Background: an optimization exercise with open tools, aiming at small area and a short achievable clock period. Do not read the settings as production practice. For this run, only the layout was checked, not whether the RTL still works. Power figures rest on the tool's default switching activity, not on a simulated workload.

--- flow/run.sh ---
#!/bin/bash
# synth_recipe.tcl (not shown) runs the flow's synth.tcl, then flattens the netlist and writes it again
# the make line also repeats each setting of config.mk as NAME=value (left out here)
make -C /OpenROAD-flow-scripts/flow DESIGN_CONFIG=/design/flow/config.mk WORK_HOME=/design/flow/orfs CLKGATE_MAP_FILE= SYNTH_SCRIPT=/design/flow/synth_recipe.tcl finish
--- flow/config.mk ---
export PLATFORM = sky130hd
export DESIGN_NAME = openmips
export DESIGN_NICKNAME = openmips
export VERILOG_FILES = /design/flow/design.v
export SDC_FILE = /design/flow/constraint.sdc
export NUM_CORES = 4
export LEC_CHECK = 0
export CAP_MARGIN = 20
export CORE_MARGIN = 2
export CORE_UTILIZATION = 40
export SLEW_MARGIN = 20
--- flow/constraint.sdc ---
create_clock -name core_clock -period 9.5 [get_ports {clk}]
set_input_delay 1.9000 -clock core_clock [delete_from_list [all_inputs] [get_ports {clk}]]
set_output_delay 1.9000 -clock core_clock [all_outputs]
set_load 0.01 [all_outputs]
--- flow/design.v ---
`timescale 1ns / 1ps
`timescale 1ns / 1ps
module pc_reg(
	input wire clk,
	input wire rst,
	input wire[5:0]		stall,  
	input wire 			branch_flag_i,
	input wire[31:0]	branch_target_address_i,
	output reg[31:0] pc,
	output reg ce
);
	always @ (posedge clk) begin
		if (rst == 1'b1) begin
			ce <= 1'b0;
		end else begin	
			ce <= 1'b1;
		end
	end
	always @ (posedge clk) begin
		if (ce == 1'b0) begin
			pc <= 32'h00000000;
		end
		else if(stall[0] == 1'b0) begin
			if(branch_flag_i == 1'b1) begin
				pc <= branch_target_address_i;
			end else begin
				pc <= pc + 4'h4;
			end
		end
	end
endmodule
`timescale 1ns / 1ps
module if_id(
	input wire clk,
	input wire rst,
	input wire[5:0] stall,
	input wire[31:0]	if_pc,
	input wire[31:0]		if_inst,
	output reg[31:0]	id_pc,
	output reg[31:0]		id_inst
);
	always @ (posedge clk) begin
		if (rst == 1'b1) begin
			id_pc <= 32'h00000000;
			id_inst <= 32'h00000000;
		end else if(stall[1] == 1'b1 && stall[2] == 1'b0) begin
			id_pc <= 32'h00000000;
			id_inst <= 32'h00000000;
		end else if(stall[1] == 1'b0)begin
			id_pc <= if_pc;
			id_inst <= if_inst;
		end
	end
endmodule
`timescale 1ns / 1ps
module id(
	input wire		rst,
	input wire[31:0]	pc_i,
	input wire[31:0]		inst_i,
	input wire[31:0]		reg1_data_i,
	input wire[31:0]		reg2_data_i,
	output reg		reg1_read_o,
	output reg		reg2_read_o,
	output reg[4:0]	reg1_addr_o,
	output reg[4:0] reg2_addr_o,
	output reg[7:0]	aluop_o,
	output reg[2:0]	alusel_o,
	output reg[31:0]		reg1_o,
	output reg[31:0]		reg2_o,
	output reg[4:0]	wd_o,
	output reg				wreg_o,
	input wire				ex_wreg_i,
	input wire[31:0]		ex_wdata_i,
	input wire[4:0]	ex_wd_i,
	input wire				mem_wreg_i,
	input wire[31:0]		mem_wdata_i,
	input wire[4:0]	mem_wd_i,
	input wire				is_in_delayslot_i,
	output reg				next_inst_in_delayslot_o,
	output reg				branch_flag_o,
	output reg[31:0]		branch_target_address_o,
	output reg[31:0]		link_addr_o,
	output reg				is_in_delayslot_o,
	output wire				stallreq,
	output wire[31:0]		inst_o
);
assign inst_o = inst_i;
wire[5:0] op = inst_i[31:26]; 
wire[4:0] op2 = inst_i[10:6];
wire[5:0] op3 = inst_i[5:0]; 
wire[4:0] op4 = inst_i[20:16];
reg[31:0]	imm;
reg instvalid;
wire[31:0]	pc_plus_8;
wire[31:0]	pc_plus_4;
wire[31:0]	imm_sll2_signedext;
assign pc_plus_8 = pc_i + 8; 
assign pc_plus_4 = pc_i + 4; 
assign imm_sll2_signedext = {{14{inst_i[15]}}, inst_i[15:0], 2'b00 };
always @ (*) begin
	if(rst == 1'b1) begin
		aluop_o		<= 8'b00000000;
		alusel_o 	<= 3'b000;
		wd_o 		<= 5'b00000;
		wreg_o		<= 1'b0;
		instvalid	<= 1'b0;
		reg1_read_o	<= 1'b0;
		reg2_read_o <= 1'b0;
		reg1_addr_o	<= 5'b00000;
		reg2_addr_o <= 5'b00000;
		imm			<= 32'h0;
		link_addr_o <= 32'h00000000;
		branch_target_address_o <= 32'h00000000;
		branch_flag_o <= 1'b0;
		next_inst_in_delayslot_o <= 1'b0;
	end else begin
		aluop_o		<= 8'b00000000;
		alusel_o	<= 3'b000;
		wd_o		<= inst_i[15:11];
		wreg_o		<= 1'b0;
		instvalid	<= 1'b1;
		reg1_read_o	<= 1'b0;
		reg2_read_o <= 1'b0;
		reg1_addr_o	<= inst_i[25:21];
		reg2_addr_o <= inst_i[20:16];
		imm			<= 32'h00000000;
		link_addr_o <= 32'h00000000;
		branch_target_address_o <= 32'h00000000;
		branch_flag_o <= 1'b0;
		next_inst_in_delayslot_o <= 1'b0;
		case (op)
			6'b000000:	begin
				case (op2)
					5'b00000:	begin
					case (op3)
					6'b100101:	begin
						wreg_o		<= 1'b1;
						aluop_o		<= 8'b00100101;
						alusel_o	<= 3'b001;
						reg1_read_o	<= 1'b1;
						reg2_read_o	<= 1'b1;
						instvalid	<= 1'b0;
					end
					6'b100100:	begin
						wreg_o		<= 1'b1;
						aluop_o		<= 8'b00100100;				
						alusel_o	<= 3'b001;
						reg1_read_o	<= 1'b1;
						reg2_read_o	<= 1'b1;
						instvalid	<= 1'b0;
					end
					6'b100110:	begin
						wreg_o		<= 1'b1;
						aluop_o		<= 8'b00100110;				
						alusel_o	<= 3'b001;
						reg1_read_o	<= 1'b1;
						reg2_read_o	<= 1'b1;
						instvalid	<= 1'b0;
					end
					6'b100111:	begin
						wreg_o		<= 1'b1;
						aluop_o		<= 8'b00100111;				
						alusel_o	<= 3'b001;
						reg1_read_o	<= 1'b1;
						reg2_read_o	<= 1'b1;
						instvalid	<= 1'b0;
					end
					6'b000100:	begin
						wreg_o		<= 1'b1;
						aluop_o		<= 8'b11000000;				
						alusel_o	<= 3'b010;
						reg1_read_o	<= 1'b1;
						reg2_read_o	<= 1'b1;
						instvalid	<= 1'b0;
					end
					6'b000110:  begin
					    wreg_o		<= 1'b1;
						aluop_o		<= 8'b00000010;				
						alusel_o	<= 3'b010;
						reg1_read_o	<= 1'b1;
						reg2_read_o	<= 1'b1;
						instvalid	<= 1'b0; 
					end
					6'b000111:	begin
						wreg_o		<= 1'b1;
						aluop_o		<= 8'b00000011;				
						alusel_o	<= 3'b010;
						reg1_read_o	<= 1'b1;
						reg2_read_o	<= 1'b1;
						instvalid	<= 1'b0;
					end
					6'b001111:	begin
						wreg_o		<= 1'b0;
						aluop_o		<= 8'b00000000;				
						alusel_o	<= 3'b000;
						reg1_read_o	<= 1'b0;
						reg2_read_o	<= 1'b1;
						instvalid	<= 1'b0;
					end
					6'b100000:	begin
						wreg_o		<= 1'b1;
						aluop_o		<= 8'b00100000;
						alusel_o	<= 3'b011;
						reg1_read_o	<= 1'b1;
						reg2_read_o	<= 1'b1;
						instvalid	<= 1'b0;
					end
					6'b100010:	begin
						wreg_o		<= 1'b1;
						aluop_o		<= 8'b00100010;
						alusel_o	<= 3'b011;
						reg1_read_o	<= 1'b1;
						reg2_read_o	<= 1'b1;
						instvalid	<= 1'b0;
					end
					default:	begin
					end
				endcase  
			end 
			default:	begin
			end
		endcase  
	end
	6'b001101:	begin
		wreg_o		<= 1'b1;
		aluop_o		<= 8'b00100101;				
		alusel_o	<= 3'b001;
		reg1_read_o	<= 1'b1;
		reg2_read_o	<= 1'b0;
		imm 		<= {{16{inst_i[15]}}, inst_i[15:0]};
		wd_o 		<= inst_i[20:16];
		instvalid	<= 1'b0;
	end
	6'b001100:	begin
		wreg_o		<= 1'b1;
		aluop_o		<= 8'b00100100;			
		alusel_o	<= 3'b001;
		reg1_read_o	<= 1'b1;
		reg2_read_o	<= 1'b0;
		imm 		<= {{16{inst_i[15]}}, inst_i[15:0]};
		wd_o 		<= inst_i[20:16];
		instvalid	<= 1'b0;
	end
	6'b001110:	begin
		wreg_o		<= 1'b1;
		aluop_o		<= 8'b00100110;				
		alusel_o	<= 3'b001;
		reg1_read_o	<= 1'b1;
		reg2_read_o	<= 1'b0;
		imm 		<= {{16{inst_i[15]}}, inst_i[15:0]};
		wd_o 		<= inst_i[20:16];
		instvalid	<= 1'b0;
	end
	6'b001111:	begin
		wreg_o		<= 1'b1;
		aluop_o		<= 8'b00100101;				
		alusel_o	<= 3'b001;
		reg1_read_o	<= 1'b1;
		reg2_read_o	<= 1'b0;
		imm 		<= {{16{inst_i[15]}}, inst_i[15:0]};
		wd_o 		<= inst_i[20:16];
		instvalid	<= 1'b0;
	end
	6'b110011:	begin
		wreg_o		<= 1'b1;
		aluop_o		<= 8'b00000000;				
		alusel_o	<= 3'b000;
		reg1_read_o	<= 1'b0;
		reg2_read_o	<= 1'b0;
		instvalid	<= 1'b0;
	end
	6'b001001:	begin
		wreg_o		<= 1'b1;
		aluop_o		<= 8'b00001001;				
		alusel_o	<= 3'b011;
		reg1_read_o	<= 1'b1;
		reg2_read_o	<= 1'b0;
		imm 		<= {{16{inst_i[15]}}, inst_i[15:0]};
		wd_o 		<= inst_i[20:16];
		instvalid	<= 1'b0;
	end
	6'b111111: begin
		wreg_o		<= 1'b1;
		aluop_o		<= 8'b00111111;				
		alusel_o	<= 3'b100;
		reg1_read_o	<= 1'b0;
		reg2_read_o	<= 1'b0;
		instvalid	<= 1'b0;
	end
	6'b011100: begin
		wreg_o		<= 1'b1;
		aluop_o		<= 8'b00011100;				
		alusel_o	<= 3'b001;
		reg1_read_o	<= 1'b1;
		reg2_read_o	<= 1'b0;
		imm 		<= {{16{inst_i[15]}}, inst_i[15:0]};
		wd_o 		<= inst_i[20:16];
		instvalid	<= 1'b0;
	end
	6'b111000: begin	 
		wreg_o		<= 1'b0;
		aluop_o		<= 8'b00111000;				
		alusel_o	<= 3'b101;
		reg1_read_o	<= 1'b0;
		reg2_read_o	<= 1'b0;
		link_addr_o <= 32'h00000000;
		branch_flag_o	<= 1'b1;
		next_inst_in_delayslot_o	<= 1'b1;
		instvalid	<= 1'b0;
		branch_target_address_o	<= {pc_plus_4[31:28], inst_i[25:0], 2'b00};
	end
	6'b110000: begin	 
		wreg_o		<= 1'b0;
		aluop_o		<= 8'b00110000;				
		alusel_o	<= 3'b101;
		reg1_read_o	<= 1'b1;
		reg2_read_o	<= 1'b1;
		instvalid	<= 1'b0;
		if(reg1_o == reg2_o) begin
			branch_target_address_o <= pc_plus_4 + imm_sll2_signedext;
			branch_flag_o			<= 1'b1;
			next_inst_in_delayslot_o	<= 1'b1;
		end
	end
	6'b110001: begin  
		wreg_o		<= 1'b0;
		aluop_o		<= 8'b00110001;		 
		alusel_o	<= 3'b101;
		reg1_read_o	<= 1'b1;
		reg2_read_o	<= 1'b1;
		instvalid	<= 1'b0;
		if(reg1_o != reg2_o) begin
			branch_target_address_o <= pc_plus_4 + imm_sll2_signedext;
			branch_flag_o			<= 1'b1;
			next_inst_in_delayslot_o	<= 1'b1;
		end
	end
	6'b110010: begin	 
		wreg_o		<= 1'b0;
		aluop_o		<= 8'b00110010;		 
		alusel_o	<= 3'b101;
		reg1_read_o	<= 1'b1;
		reg2_read_o	<= 1'b0;
		instvalid	<= 1'b0;
		if(reg1_o[31] == 1'b1) begin
			branch_target_address_o	<= pc_plus_4 + imm_sll2_signedext;
			branch_flag_o			<= 1'b1;
			next_inst_in_delayslot_o	<= 1'b1;
		end  
	end
	6'b100011: begin
		wreg_o 		<= 1'b1;
		aluop_o 	<= 8'b00100011;
		alusel_o	<= 3'b110;
		reg1_read_o <= 1'b1;
		reg2_read_o <= 1'b0;
		wd_o		<= inst_i[20:16];
		instvalid   <= 1'b0;
	end
	6'b101011: begin
		wreg_o 		<= 1'b0;
		aluop_o 	<= 8'b00101011;
		alusel_o	<= 3'b110;
		reg1_read_o <= 1'b1;
		reg2_read_o <= 1'b1;
		instvalid   <= 1'b0;
	end
	default:	begin
	end
endcase 
if(inst_i[31:21] == 11'b00000000000) begin
	if(op3 == 6'b000000) begin
		wreg_o		<= 1'b1;
		aluop_o		<= 8'b11000000;		
		alusel_o	<= 3'b010;
		reg1_read_o	<= 1'b0;
		reg2_read_o	<= 1'b1;
		imm[4:0]	<= inst_i[10:6];
		wd_o 		<= inst_i[15:11];
		instvalid	<= 1'b0;
	end else if(op3 == 6'b000010) begin
		wreg_o		<= 1'b1;
		aluop_o		<= 8'b00000010;				
		alusel_o	<= 3'b010;
		reg1_read_o	<= 1'b0;
		reg2_read_o	<= 1'b1;
		imm[4:0]	<= inst_i[10:6];
		wd_o 		<= inst_i[15:11];
		instvalid	<= 1'b0;
	end else if(op3 == 6'b000011) begin
		wreg_o		<= 1'b1;
		aluop_o		<= 8'b00000011;				
		alusel_o	<= 3'b010;
		reg1_read_o	<= 1'b0;
		reg2_read_o	<= 1'b1;
		imm[4:0]	<= inst_i[10:6];
		wd_o 		<= inst_i[15:11];
		instvalid	<= 1'b0;
	end
   end
  end  
 end  
always @ (*) begin
	if(rst == 1'b1) begin
		reg1_o	<= 32'h00000000;
	end else if((reg1_read_o == 1'b1) 
				&& (ex_wreg_i == 1'b1)
				&& (ex_wd_i == reg1_addr_o)
				) begin
		reg1_o <= ex_wdata_i;
	end else if((reg1_read_o == 1'b1) 
				&& (mem_wreg_i == 1'b1)
				&& (mem_wd_i == reg1_addr_o)
				) begin
		reg1_o <= mem_wdata_i;
	end else if(reg1_read_o == 1'b1) begin
		reg1_o 	<= reg1_data_i;  
	end else if(reg1_read_o == 1'b0) begin
		reg1_o	<= imm; 
	end else begin
		reg1_o  <= 32'h00000000;
	end
end
always @ (*) begin
	if(rst == 1'b1) begin
		reg2_o	<= 32'h00000000;
	end else if((reg2_read_o == 1'b1) 
				&& (ex_wreg_i == 1'b1)
				&& (ex_wd_i == reg2_addr_o)
				) begin
		reg2_o <= ex_wdata_i;
	end else if((reg2_read_o == 1'b1) 
				&& (mem_wreg_i == 1'b1)
				&& (mem_wd_i == reg2_addr_o)
				) begin
		reg2_o <= mem_wdata_i;
	end else if(reg2_read_o == 1'b1) begin
		reg2_o 	<= reg2_data_i;  
	end else if(reg2_read_o == 1'b0) begin
		reg2_o	<= imm; 
	end else begin
		reg2_o  <= 32'h00000000;
	end
end
assign stallreq = 1'b0;
always @ (*) begin
	if(rst == 1'b1) begin
		is_in_delayslot_o <= 1'b0;
	end else begin
		is_in_delayslot_o <= is_in_delayslot_i;
	end
end
endmodule
`timescale 1ns / 1ps
module id_ex(
	input wire		clk,
	input wire		rst,
	input wire[7:0]	id_aluop,
	input wire[2:0]	id_alusel,
	input wire[31:0]		id_reg1,
	input wire[31:0]		id_reg2,
	input wire[4:0]	id_wd,
	input wire				id_wreg,
	output reg[7:0]	ex_aluop,
	output reg[2:0]	ex_alusel,
	output reg[31:0]		ex_reg1,
	output reg[31:0]		ex_reg2,
	output reg[4:0]	ex_wd,
	output reg 				ex_wreg,
	input wire[5:0]			stall,
	input wire[31:0]		id_link_address,
	input wire 				id_is_in_delayslot,
	input wire 				next_inst_in_delayslot_i,
	output reg[31:0]		ex_link_address,
	output reg				ex_is_in_delayslot,
	output reg				is_in_delayslot_o,
	input wire[31:0]		id_inst,
	output reg[31:0] 	ex_inst
);
always @ (posedge clk) begin
	if (rst == 1'b1) begin
		ex_aluop 	<= 8'b00000000;
		ex_alusel	<= 3'b000;
		ex_reg1		<= 32'h00000000;
		ex_reg2		<= 32'h00000000;
		ex_wd 		<= 5'b00000;
		ex_wreg		<= 1'b0;
	end else if(stall[2] == 1'b1 && stall[3] == 1'b0) begin
		ex_aluop 	<= 8'b00000000;
		ex_alusel	<= 3'b000;
		ex_reg1		<= 32'h00000000;
		ex_reg2		<= 32'h00000000;
		ex_wd 		<= 5'b00000;
		ex_wreg		<= 1'b0;
	end else if (stall[2] == 1'b0) begin
		ex_aluop    <= id_aluop;
		ex_alusel	<= id_alusel;
		ex_reg1		<= id_reg1;
		ex_reg2		<= id_reg2;
		ex_wd 		<= id_wd;
		ex_wreg		<= id_wreg;
		ex_link_address	<= id_link_address;
		ex_is_in_delayslot	<= id_is_in_delayslot;
		is_in_delayslot_o	<= next_inst_in_delayslot_i;
		ex_inst 	<= id_inst;
	end
end
endmodule
`timescale 1ns / 1ps
module ex(
	input wire  rst,
	input wire[7:0] aluop_i,
	input wire[2:0] alusel_i,
	input wire[31:0] reg1_i,
	input wire[31:0] reg2_i,
	input wire[4:0] wd_i,
	input wire wreg_i,
	output reg[4:0] wd_o,
	output reg wreg_o,
	output reg[31:0] wdata_o,
	output reg			stallreq,
	input wire[31:0]	link_address_i, 
	input wire			is_in_delayslot_i, 
	input wire[31:0] inst_i,
	output wire[7:0]	aluop_o,
	output wire[31:0]	mem_addr_o,
	output wire[31:0] 	reg2_o
);
reg[31:0]	logicout; 
reg[31:0]	shiftres; 
reg[31:0]	arithmeticres; 
wire[31:0]	reg2_i_mux;
wire[31:0]	result_sum;
wire			reg1_eq_reg2; 
assign reg2_i_mux = (aluop_i == 8'b00100010 || aluop_i == 8'b00011100)? (~reg2_i)+1 : reg2_i;
assign result_sum = reg1_i + reg2_i_mux;
assign aluop_o 		= aluop_i;
assign mem_addr_o 	= reg1_i + {{16{inst_i[15]}}, inst_i[15:0]}; 
assign reg2_o		= reg2_i;
always @ (*) begin
	if (rst == 1'b1) begin
		logicout <= 32'h00000000;
	end else begin
		case(aluop_i)
		8'b00100101:begin
			logicout <= reg1_i | reg2_i;
		end
		8'b00100100:begin
			logicout <= reg1_i & reg2_i;
		end
		8'b00100111:begin
			logicout <= ~(reg1_i | reg2_i);
		end
		8'b00100110:begin
			logicout <= reg1_i ^ reg2_i;
		end
		8'b00011100:begin
			logicout <= {31'h0,result_sum[31]};
		end
		default: begin
			logicout <= 32'h00000000;
		end
	endcase
	end 
end 
always @ (*) begin
	if (rst == 1'b1) begin
		shiftres <= 32'h00000000;
	end else begin
		case(aluop_i)
		8'b11000000:begin
			shiftres <= reg2_i << reg1_i[4:0];
		end
		8'b00000010:begin
			shiftres <= reg2_i >> reg1_i[4:0];
		end
		8'b00000011:begin
			shiftres <= ({32{reg2_i[31]}} << (6'd32-{1'b0 , reg1_i[4:0]}))
			             | reg2_i >> reg1_i[4:0];
		end
		default: begin
			shiftres <= 32'h00000000;
		end
	endcase
	end  
end  
always @ (*) begin
	if(rst == 1'b1) begin
		arithmeticres <= 32'h00000000;
	end else begin
		case (aluop_i)
			8'b00100000, 8'b00001001: begin
				arithmeticres <= result_sum;
			end
			8'b00100010: begin
				arithmeticres <= result_sum;
			end
			default: begin
				arithmeticres <= 32'h00000000;
			end
		endcase
	end
end
always @ (*) begin
	wd_o <= wd_i;
	wreg_o <= wreg_i;
	case(alusel_i)
		3'b001: begin
			wdata_o <= logicout;
		end
		3'b010: begin
			wdata_o <= shiftres;
		end
		3'b011: begin
			wdata_o <= arithmeticres;
		end
		3'b101: begin
			wdata_o <= link_address_i;
		end
		default: begin
			wdata_o <= 32'h00000000;
		end
	endcase
end 
always @ (*) begin
	if(alusel_i == 3'b100) begin
		case(aluop_i) 
			8'b00111111: begin
				stallreq <= 1'b1;
			end
			default: begin
				stallreq <= 1'b0;
			end
		endcase 
	end else begin
		stallreq <= 1'b0;
	end
end
endmodule
`timescale 1ns / 1ps
module ex_mem(
	input wire clk,
	input wire rst,
	input wire[4:0] ex_wd,
	input wire ex_wreg,
	input wire[31:0] ex_wdata,
	output reg[4:0] mem_wd,
	output reg mem_wreg,
	output reg[31:0] mem_wdata,
	input wire[5:0]			stall,
	input wire[7:0] 	ex_aluop,
	input wire[31:0]		ex_mem_addr,
	input wire[31:0]		ex_reg2,
	output reg[7:0]	mem_aluop,
	output reg[31:0]		mem_mem_addr,
	output reg[31:0]		mem_reg2
);
always @ (posedge clk) begin
	if(rst==1'b1) begin
		mem_wd 		<= 5'b00000;
		mem_wreg 	<= 1'b0;
		mem_wdata 	<= 32'h00000000;
		mem_aluop	<= 8'b00000000;
		mem_mem_addr <= 32'h00000000;
		mem_reg2	<= 32'h00000000;
	end else if(stall[3] == 1'b1 && stall[4] == 1'b0) begin
		mem_wd <= 5'b00000;
		mem_wreg <= 1'b0;
		mem_wdata <= 32'h00000000;
		mem_aluop	<= 8'b00000000;
		mem_mem_addr <= 32'h00000000;
		mem_reg2	<= 32'h00000000;
	end else if(stall[3] == 1'b0)begin
		mem_wd <= ex_wd;
		mem_wreg <= ex_wreg;
		mem_wdata <= ex_wdata;
		mem_aluop	<= ex_aluop;
		mem_mem_addr <= ex_mem_addr;
		mem_reg2	<= ex_reg2;
	end else begin
		mem_wd 		<= 5'b00000;
		mem_wreg 	<= 1'b0;
		mem_wdata 	<= 32'h00000000;
		mem_aluop	<= 8'b00000000;
		mem_mem_addr <= 32'h00000000;
		mem_reg2	<= 32'h00000000;
	end
end 
endmodule
`timescale 1ns / 1ps
module mem(
	input wire rst,
	input wire[4:0] wd_i,
	input wire wreg_i,
	input wire[31:0] wdata_i,
	output reg[4:0] wd_o,
	output reg wreg_o,
	output reg[31:0] wdata_o,
	input wire[7:0]	aluop_i,
	input wire[31:0]		mem_addr_i,
	input wire[31:0]		reg2_i,
	input wire[31:0]		mem_data_i,  
	output reg[31:0]		mem_addr_o,
	output wire				mem_we_o,
	output reg[3:0]			mem_sel_o,
	output reg[31:0]		mem_data_o,
	output reg				mem_ce_o
);
wire[31:0]	zero32;
reg				mem_we;
assign mem_we_o = mem_we; 
assign zero32  	= 32'h00000000;
always @(*) begin
	if(rst==1'b1) begin
		wd_o 		<= 5'b00000;
		wreg_o 		<= 1'b0;
		wdata_o	 	<= 32'h00000000;
		mem_addr_o 	<= 32'h00000000;
		mem_we		<= 1'b0;
		mem_sel_o   <= 4'b0000;
		mem_data_o 	<= 32'h00000000;
		mem_ce_o	<= 1'b0;
	end else begin
		wd_o 		<= wd_i;
		wreg_o		<= wreg_i;
		wdata_o 	<= wdata_i;
		mem_we		<= 1'b0;
		mem_data_o	<= 32'h00000000;
		mem_addr_o	<= 32'h00000000;
		mem_sel_o	<= 4'b1111;
		mem_ce_o	<= 1'b0;
		case (aluop_i)
			8'b00100011: begin
				mem_addr_o	<= mem_addr_i;
				mem_we		<= 1'b0;
				wdata_o		<= mem_data_i;
				mem_sel_o	<= 4'b1111;
				mem_ce_o	<= 1'b1;
			end
			8'b00101011: begin
				mem_addr_o  <= mem_addr_i;
				mem_we		<= 1'b1;
				mem_data_o	<= reg2_i;
				mem_sel_o	<= 4'b1111;
				mem_ce_o	<= 1'b1;
			end
			default: begin
			end
		endcase
	end 
end 
endmodule
`timescale 1ns / 1ps
module mem_wb
(
	input wire rst,
	input wire clk,
	input wire[4:0] mem_wd,
	input wire mem_wreg,
	input wire[31:0] mem_wdata,
	output reg[4:0] wb_wd,
	output reg wb_wreg,
	output reg[31:0] wb_wdata,
	input wire[5:0]			stall
);
always @(posedge clk) begin
	if(rst==1'b1) begin
		wb_wd <= 5'b00000;
		wb_wreg <= 1'b0;
		wb_wdata <= 32'h00000000;
	end else if(stall[4] == 1'b1 && stall[5] == 1'b0) begin
		wb_wd <= 5'b00000;
		wb_wreg <= 1'b0;
		wb_wdata <= 32'h00000000;
	end else if(stall[4] == 1'b0) begin
		wb_wd <= mem_wd;
		wb_wreg <= mem_wreg;
		wb_wdata <= mem_wdata;
	end 
end 
endmodule
`timescale 1ns / 1ps
module ctrl(
	input wire		rst,
	input wire		stallreq_from_id,
	input wire		stallreq_from_ex,
	output reg[5:0]		stall
);
	always @ (*) begin
		if(rst == 1'b1) begin
			stall <= 6'b000000;
		end else if(stallreq_from_ex == 1'b1) begin
			stall <= 6'b001111;
		end else if(stallreq_from_id == 1'b1) begin
			stall <= 6'b000111;
		end else begin
			stall <= 6'b000000;
		end
	end
endmodule
`timescale 1ns / 1ps
module regfile(
	input wire	clk,
	input wire	rst,
	input wire				we,
	input wire[4:0]	waddr,
	input wire[31:0]		wdata,
	input wire				re1,
	input wire[4:0]	raddr1,
	output reg[31:0]	rdata1,
	input wire 				re2,
	input wire[4:0]	raddr2,
	output reg[31:0]	rdata2
);
reg[31:0] regs[0: 32-1];
	always @ (posedge clk) begin
		if (rst == 1'b0) begin
			if ((we == 1'b1) && (waddr != 5'h0)) begin
				regs[waddr] <= wdata;
			end
		end
	end
	always @ (*) begin
		if (rst == 1'b1) begin
			rdata1 <= 32'h00000000;
		end else if(raddr1 == 5'h0) begin
			rdata1 <= 32'h00000000;
		end else if((raddr1 == waddr) 
					&& (we == 1'b1)
					&& (re1 == 1'b1)) begin
			rdata1 <= wdata;
		end else if(re1 == 1'b1) begin
			rdata1 <= regs[raddr1];
		end else begin
			rdata1 <= 32'h00000000;
		end
	end
	always @ (*) begin
		if (rst == 1'b1) begin
			rdata2 <= 32'h00000000;
		end else if(raddr2 == 5'h0) begin
			rdata2 <= 32'h00000000;
		end else if((raddr2 == waddr)
					&& (we == 1'b1)
					&& (re2 == 1'b1)) begin
			rdata2 <= wdata;
		end else if(re2 == 1'b1) begin
			rdata2 <= regs[raddr2];
		end else begin
			rdata2 <= 32'h00000000;
		end
	end
endmodule
`timescale 1ns / 1ps
module openmips(
	input wire		clk,
	input wire 		rst,
	input wire[31:0]	 rom_data_i,
	output wire[31:0] rom_addr_o,
	output wire			 rom_ce_o,
	input wire[31:0]	 ram_data_i,
	output wire[31:0] ram_addr_o,
	output wire[31:0] ram_data_o,
	output wire			 ram_we_o,
	output wire[3:0]	 ram_sel_o,
	output wire			 ram_ce_o
);
	wire[31:0]	pc;
	wire[31:0]  id_pc_i;
	wire[31:0]		id_inst_i;
	wire[7:0]		id_aluop_o;
	wire[2:0]	id_alusel_o;
	wire[31:0]		id_reg1_o;
	wire[31:0]		id_reg2_o;
	wire 				id_wreg_o;
	wire[4:0]	id_wd_o;
	wire[7:0]		ex_aluop_i;
	wire[2:0]	ex_alusel_i;
	wire[31:0]		ex_reg1_i;
	wire[31:0]		ex_reg2_i;
	wire 				ex_wreg_i;
	wire[4:0]	ex_wd_i;
	wire				ex_wreg_o;
	wire[4:0]	ex_wd_o;
	wire[31:0]		ex_wdata_o;
	wire 				mem_wreg_i;
	wire[4:0]	mem_wd_i;
	wire[31:0]		mem_wdata_i;
	wire				mem_wreg_o;
	wire[4:0]	mem_wd_o;
	wire[31:0]		mem_wdata_o;
	wire 				wb_wreg_i;
	wire[4:0]	wb_wd_i;
	wire[31:0]		wb_wdata_i;
	wire				reg1_read;
	wire				reg2_read;
	wire[31:0]		reg1_data;
	wire[31:0]		reg2_data;
	wire[4:0]	reg1_addr;
	wire[4:0]	reg2_addr;
	wire				id_ex_wreg;
	wire[4:0]	id_ex_wd;
	wire[31:0]		id_ex_wdata;
	wire				id_mem_wreg;
	wire[4:0]	id_mem_wd;
	wire[31:0]		id_mem_wdata;	
	wire				stallreq_from_ex;
	wire				stallreq_from_id;
	wire[5:0]			stall;
	wire[31:0]		id_pc_addr;
	wire				id_pc_flag;
	wire 				id_ie_delayslot;
	wire[31:0]		id_ie_addr;
	wire				id_ie_next_inst;
	wire				ie_pc_delayslot;
	wire[31:0]		ie_ex_addr;
	wire				ie_ex_delayslot;
	wire				ie_id_delayslot;
	wire[7:0]		ex_aluop_o;
	wire[31:0]		ex_reg2_o;
	wire[31:0]		ex_addr_o;
	wire[7:0]		mem_aluop;
	wire[31:0]		mem_reg2;
	wire[31:0]		mem_addr;
	wire[31:0]		id_inst;
	wire[31:0]		ex_inst;
	pc_reg pc_reg(
		.clk(clk),
		.rst(rst),
		.pc(pc),
		.ce(rom_ce_o),
		.stall(stall),
		.branch_flag_i(id_pc_flag),
		.branch_target_address_i(id_pc_addr)
	);
	assign rom_addr_o = pc;  
	if_id if_id(
		.clk(clk),
		.rst(rst),
		.if_pc(pc),
		.if_inst(rom_data_i),
		.id_pc(id_pc_i),
		.id_inst(id_inst_i),
		.stall(stall)
	);
	id id(
		.rst(rst),
		.pc_i(id_pc_i),
		.inst_i(id_inst_i),
		.reg1_data_i(reg1_data),
		.reg2_data_i(reg2_data),
		.reg1_read_o(reg1_read),
		.reg1_addr_o(reg1_addr),
		.reg2_read_o(reg2_read),
		.reg2_addr_o(reg2_addr),
		.aluop_o(id_aluop_o),
		.alusel_o(id_alusel_o),
		.reg1_o(id_reg1_o),
		.reg2_o(id_reg2_o),
		.wd_o(id_wd_o),
		.wreg_o(id_wreg_o),
		.ex_wreg_i(ex_wreg_o),
		.ex_wd_i(ex_wd_o),
		.ex_wdata_i(ex_wdata_o),
		.mem_wd_i(mem_wd_o),
		.mem_wreg_i(mem_wreg_o),
		.mem_wdata_i(mem_wdata_o),
		.stallreq(stallreq_from_id),
		.is_in_delayslot_o(id_ie_delayslot),
		.link_addr_o(id_ie_addr),
		.next_inst_in_delayslot_o(id_ie_next_inst),
		.branch_target_address_o(id_pc_addr),
		.branch_flag_o(id_pc_flag),
		.is_in_delayslot_i(ie_id_delayslot),
		.inst_o(id_inst)
	);
	regfile regfile(
		.clk(clk),
		.rst(rst),
		.we(wb_wreg_i),
		.waddr(wb_wd_i),
		.wdata(wb_wdata_i),
		.re1(reg1_read),
		.raddr1(reg1_addr),
		.rdata1(reg1_data),
		.re2(reg2_read),
		.raddr2(reg2_addr),
		.rdata2(reg2_data)
	);
	id_ex id_ex(
		.clk(clk),
		.rst(rst),
		.id_aluop(id_aluop_o),
		.id_alusel(id_alusel_o),
		.id_reg1(id_reg1_o),
		.id_reg2(id_reg2_o),
		.id_wd(id_wd_o),
		.id_wreg(id_wreg_o),
		.ex_aluop(ex_aluop_i),
		.ex_alusel(ex_alusel_i),
		.ex_reg1(ex_reg1_i),
		.ex_reg2(ex_reg2_i),
		.ex_wd(ex_wd_i),
		.ex_wreg(ex_wreg_i),
		.stall(stall),
		.id_is_in_delayslot(id_ie_delayslot),
		.id_link_address(id_ie_addr),
		.next_inst_in_delayslot_i(id_ie_next_inst),
		.ex_link_address(ie_ex_addr),
		.ex_is_in_delayslot(ie_ex_delayslot),
		.is_in_delayslot_o(ie_id_delayslot),
		.id_inst(id_inst),
		.ex_inst(ex_inst)
	);
	ex ex(
		.rst(rst),
		.aluop_i(ex_aluop_i),
		.alusel_i(ex_alusel_i),
		.reg1_i(ex_reg1_i),
		.reg2_i(ex_reg2_i),
		.wd_i(ex_wd_i),
		.wreg_i(ex_wreg_i),
		.wd_o(ex_wd_o),
		.wreg_o(ex_wreg_o),
		.wdata_o(ex_wdata_o),
		.stallreq(stallreq_from_ex),
		.link_address_i(ie_ex_addr),
		.is_in_delayslot_i(ie_ex_delayslot),
		.aluop_o(ex_aluop_o),
		.mem_addr_o(ex_addr_o),
		.reg2_o(ex_reg2_o),
		.inst_i(ex_inst)
	);
	ex_mem ex_mem(
		.clk(clk),
		.rst(rst),
		.ex_wd(ex_wd_o),
		.ex_wreg(ex_wreg_o),
		.ex_wdata(ex_wdata_o),
		.mem_wd(mem_wd_i),
		.mem_wreg(mem_wreg_i),
		.mem_wdata(mem_wdata_i),
		.stall(stall),
		.ex_aluop(ex_aluop_o),
		.ex_mem_addr(ex_addr_o),
		.ex_reg2(ex_reg2_o),
		.mem_aluop(mem_aluop),
		.mem_mem_addr(mem_addr),
		.mem_reg2(mem_reg2)
	);
	mem mem(
		.rst(rst),
		.wd_i(mem_wd_i),
		.wreg_i(mem_wreg_i),
		.wdata_i(mem_wdata_i),
		.wd_o(mem_wd_o),
		.wreg_o(mem_wreg_o),
		.wdata_o(mem_wdata_o),
		.mem_data_i(ram_data_i),
		.mem_addr_o(ram_addr_o),
		.mem_we_o(ram_we_o),
		.mem_sel_o(ram_sel_o),
		.mem_data_o(ram_data_o),
		.mem_ce_o(ram_ce_o),
		.aluop_i(mem_aluop),
		.mem_addr_i(mem_addr),
		.reg2_i(mem_reg2)
	);
	mem_wb mem_wb(
		.clk(clk),
		.rst(rst),
		.mem_wd(mem_wd_o),
		.mem_wreg(mem_wreg_o),
		.mem_wdata(mem_wdata_o),
		.wb_wd(wb_wd_i),
		.wb_wreg(wb_wreg_i),
		.wb_wdata(wb_wdata_i),
		.stall(stall)
	);
	ctrl ctrl(
		.rst(rst),
		.stallreq_from_id(stallreq_from_id),
		.stallreq_from_ex(stallreq_from_ex),
		.stall(stall)
	);
endmodule
==> results.txt <==
routing by layer:
metal	track usage, %	vias to the layer above	wire length (um)
met5	0	-	171
met3	10.4	1346	48600
met1	47.7	35700	145000
met2	55.3	5623	168000
met4	24.7	26	31500
li1	-	28800	-
cell usage after synthesis, drive strengths merged (52+ instances only):
cell type	instances	share of area, %
edfxtp	1040	39
nand2	688	3.2
nor2	539	2.6
a21oi	486	3.1
mux2i	436	5.5
o21ai	338	2.1
clkbuf	337	1.6
dfxtp	324	8.1
buf	272	1.8
mux4	229	6.5
ha	159	2.5
xnor2	155	1.7
nand3	152	0.96
a211oi	150	1.4
inv	131	0.62
o22ai	130	1.0
a221oi	120	1.3
nor3	118	0.77
mux2	111	1.6
nor2b	111	0.87
a22oi	95	0.89
and3	94	0.74
o211ai	91	0.86
and2	76	0.60
a31oi	63	0.49
nand2b	57	0.46
o221ai	54	0.60
a21o	52	0.49
nand4	52	0.41
o31ai	52	0.49
cell type report:
cell class                 count  area, um^2
fill                       18200      107000
multi-input combinational   5340       39400
sequential                  1364       37800
timing repair buffer         490        4390
clock buffer                 202        4090
tap                         2640        3300
clock inverter                73         832
inverter                     135         509
antenna                        9        22.5
worst max-delay path, delay by kind of cell (launching register included):
| family | cells | cell delay [ps] |
|---|---|---|
| flip-flops | 1 | 420 |
| buffers and inverters | 4 | 970 |
| AO/OA/AOI/OAI | 10 | 3030 |
| adder cells (fa/ha/maj) | 1 | 260 |
| AND/OR/NAND/NOR | 10 | 2870 |
| XOR/XNOR | 2 | 400 |
worst paths after layout:
check | startpoint | end | slack (ps) | cells after the start
max | id_ex.ex_reg2[16] | pc_reg.pc[18] | 1340 | 27
min | if_id.id_pc[1] | if_id.id_pc[1] | 470 | 2
max reg2reg | id_ex.ex_reg2[16] | pc_reg.pc[18] | 1340 | 27
min reg2reg | if_id.id_pc[1] | if_id.id_pc[1] | 470 | 2
power groups by stage:
stage	registers, mW	clock network, mW	logic, mW
finish	6.46	5.97	1.47
global route	6.46	6.21	1.49
CTS	6.46	5.98	1.40
detailed placement	6.58	0	1.39
global placement	6.58	0	1.39
floorplan	6.53	0	0.813
logic make-up (layout without fill, tap and decap cells):
group / count (synthesis) / count (layout)
buffers and inverters: 744 / 900
other: 1 / 41
adders and majority gates: 162 / 162
xor gates and xnor gates: 192 / 192
AOI/OAI and AO/OA: 2067 / 2067
DFF: 1364 / 1364
and+or+nand+nor: 2111 / 2111
muxes: 776 / 776
per-stage QoR:
stage | utilization, % | hold slack [ps] | setup WS (ps) | power (mW)
after global placement | 43.1 | 448 | 1380 | 7.97
final | 45.7 | 468 | 1340 | 13.9
after floorplan | - | 435 | 3160 | 7.34
after detailed placement | 43.1 | 459 | 1340 | 7.97
after global routing | 45.7 | 485 | 990 | 14.2
after CTS | 45.6 | 468 | 1680 | 13.8
==> results.cfg <==
[power]
p_sw_mw = 3.74
comb_power_share_pct = 10.6
internal-power_mw = 10.2
swShare_pct = 26.9
irDropWorstVdd_mv = 0.181
power.share.sequential_pct = 46.5
p_per_area_nw_per_um2 = 154
power_frac_clock_pct = 42.9
leakage_nw = 27.9

[setup_path]
critPathArrivalTime_ps = 8830
path_class = flip-flop to flip-flop
cp.required_ps = 10170
cp-end-kind = flip-flop
slowest_stage = nor3_1
worstSetupStartpointType = flip-flop
crit_top_cell = buf_4
critPathMaxStageDelay_ps = 750
cp_max_fo = 29

[layout]
final_common_cell = edfxtp_1
largest_reg_flops = 1024
nets = 7710
layout_common_cells = edfxtp_1 (1040), nand2_1 (687), nor2_1 (497)
design_area_um2 = 90300
syn_to_final_growth_pct = 13.3
final_cells = 10300
largest_register = regfile.regs
drive_gt1_share_pct = 14.2

[placement]
gp_congestion = 1.04
place_inst = 9964
io_buffers = 168
dpl_cell_area_um2 = 85200
dp_hpwl_um = 263000

[detailed_routing]
drt_wl_total_um = 393000
dr.pass1.iters = 7
antenna_left = 0
via_per_inst = 6.97
wl_per_cell_um = 38.3
drtIter0Drc = 11800
drc_errors = 0
vias = 71500

[logic_synthesis]
yosys.area_share.simple_pct = 12.7
synth_mux_area_share_pct = 13.5
ys.flop_type = edfxtp_1
synth-xor-area-share_pct = 2.11
synth_top_family_by_area = compound AO/OA/AOI/OAI gates
synth_compound_area_share_pct = 17.8
synth_edf_count = 1040
yosys.cell_types.count = 111
ys_warn_count = 10
synth_fa_ha_area_share_pct = 2.57
netlist_area_um2 = 79700
postSynthAreaPerCell_um2 = 10.7
synth_seq_cells = 1364
synthArstFlopShare_pct = 0
seq_area_frac_synth_pct = 47.3
syn_inst = 7417

[die]
die_x_um = 450
ios = 169
die-area_um2 = 203000
row_count = 163
die_y_um = 450
start_util_pct = 40.3
coreArea_um2 = 198000

[job]
drv_cap = 0

[clock_tree]
insertion_delay_ps = 850
cts_tree = yes
clock-sinks = 1364
htree_num_levels = 4
cts_buffer_depth = 3
path_clk_slew_ps = 60
postCtsSetupRepairBufs = 0
cts_root_buffer = clkbuf_16
cts_resized = 0
cts_buffers = 151
cts_hold_buf = 0

[sta]
rsz0062_at_grt = no
finalCritPeriodShare_pct = 85.9
worst_pin_slew_ps = 1340
fin_crit_ps = 8160
timing.fmax_mhz = 123
slew_viol_final = 0
setup_viol = 0
tns_ps = 0
slew_headroom_pct = 9.60
fin_worst_skew_ps = 49.4
finalHoldViolations = 0

[worst_hold_path]
hp-class = flip-flop to flip-flop

[global_routing]
grt_usage_pct = 37.4
grt_pass1_wl_um = 538000
grt_max_degree = 104
grt_overflow = 0
grt_pass1_vias = 66600
antenna_found_initial = 26

[run_status]
outcome = complete, no violations

## what the ideal ports hide
In the flow no input, the clock included, has a driving cell. The finished layout below was timed again as built, in two steps. Step 1 (the two cells are an assumption about what drives the block):
set clk [get_ports {clk}]
set_driving_cell -lib_cell sky130_fd_sc_hd__clkbuf_16 $clk
set_driving_cell -lib_cell sky130_fd_sc_hd__buf_2 [delete_from_list [all_inputs] $clk]
Step 2 also shifts input and output timing later by t, the mid clock arrival at the registers, as if the neighbouring blocks saw the same clock. Slacks: ideal ports / drivers / drivers and shift; pairs: ideal ports / drivers.
shift t [ns]: 0.917
setup WS [ns]: 1.341 / 1.341 / 0.693
worst setup path at the end: input to register
latest minus earliest clock arrival (ns): 0.050 / 0.050
worst data-port slew with drivers (ns): 0.08
After both steps setup and hold are still met in this run. For this run, drivers alone change the setup slack by 0.000 ns; drivers and shift together by -0.648 ns.
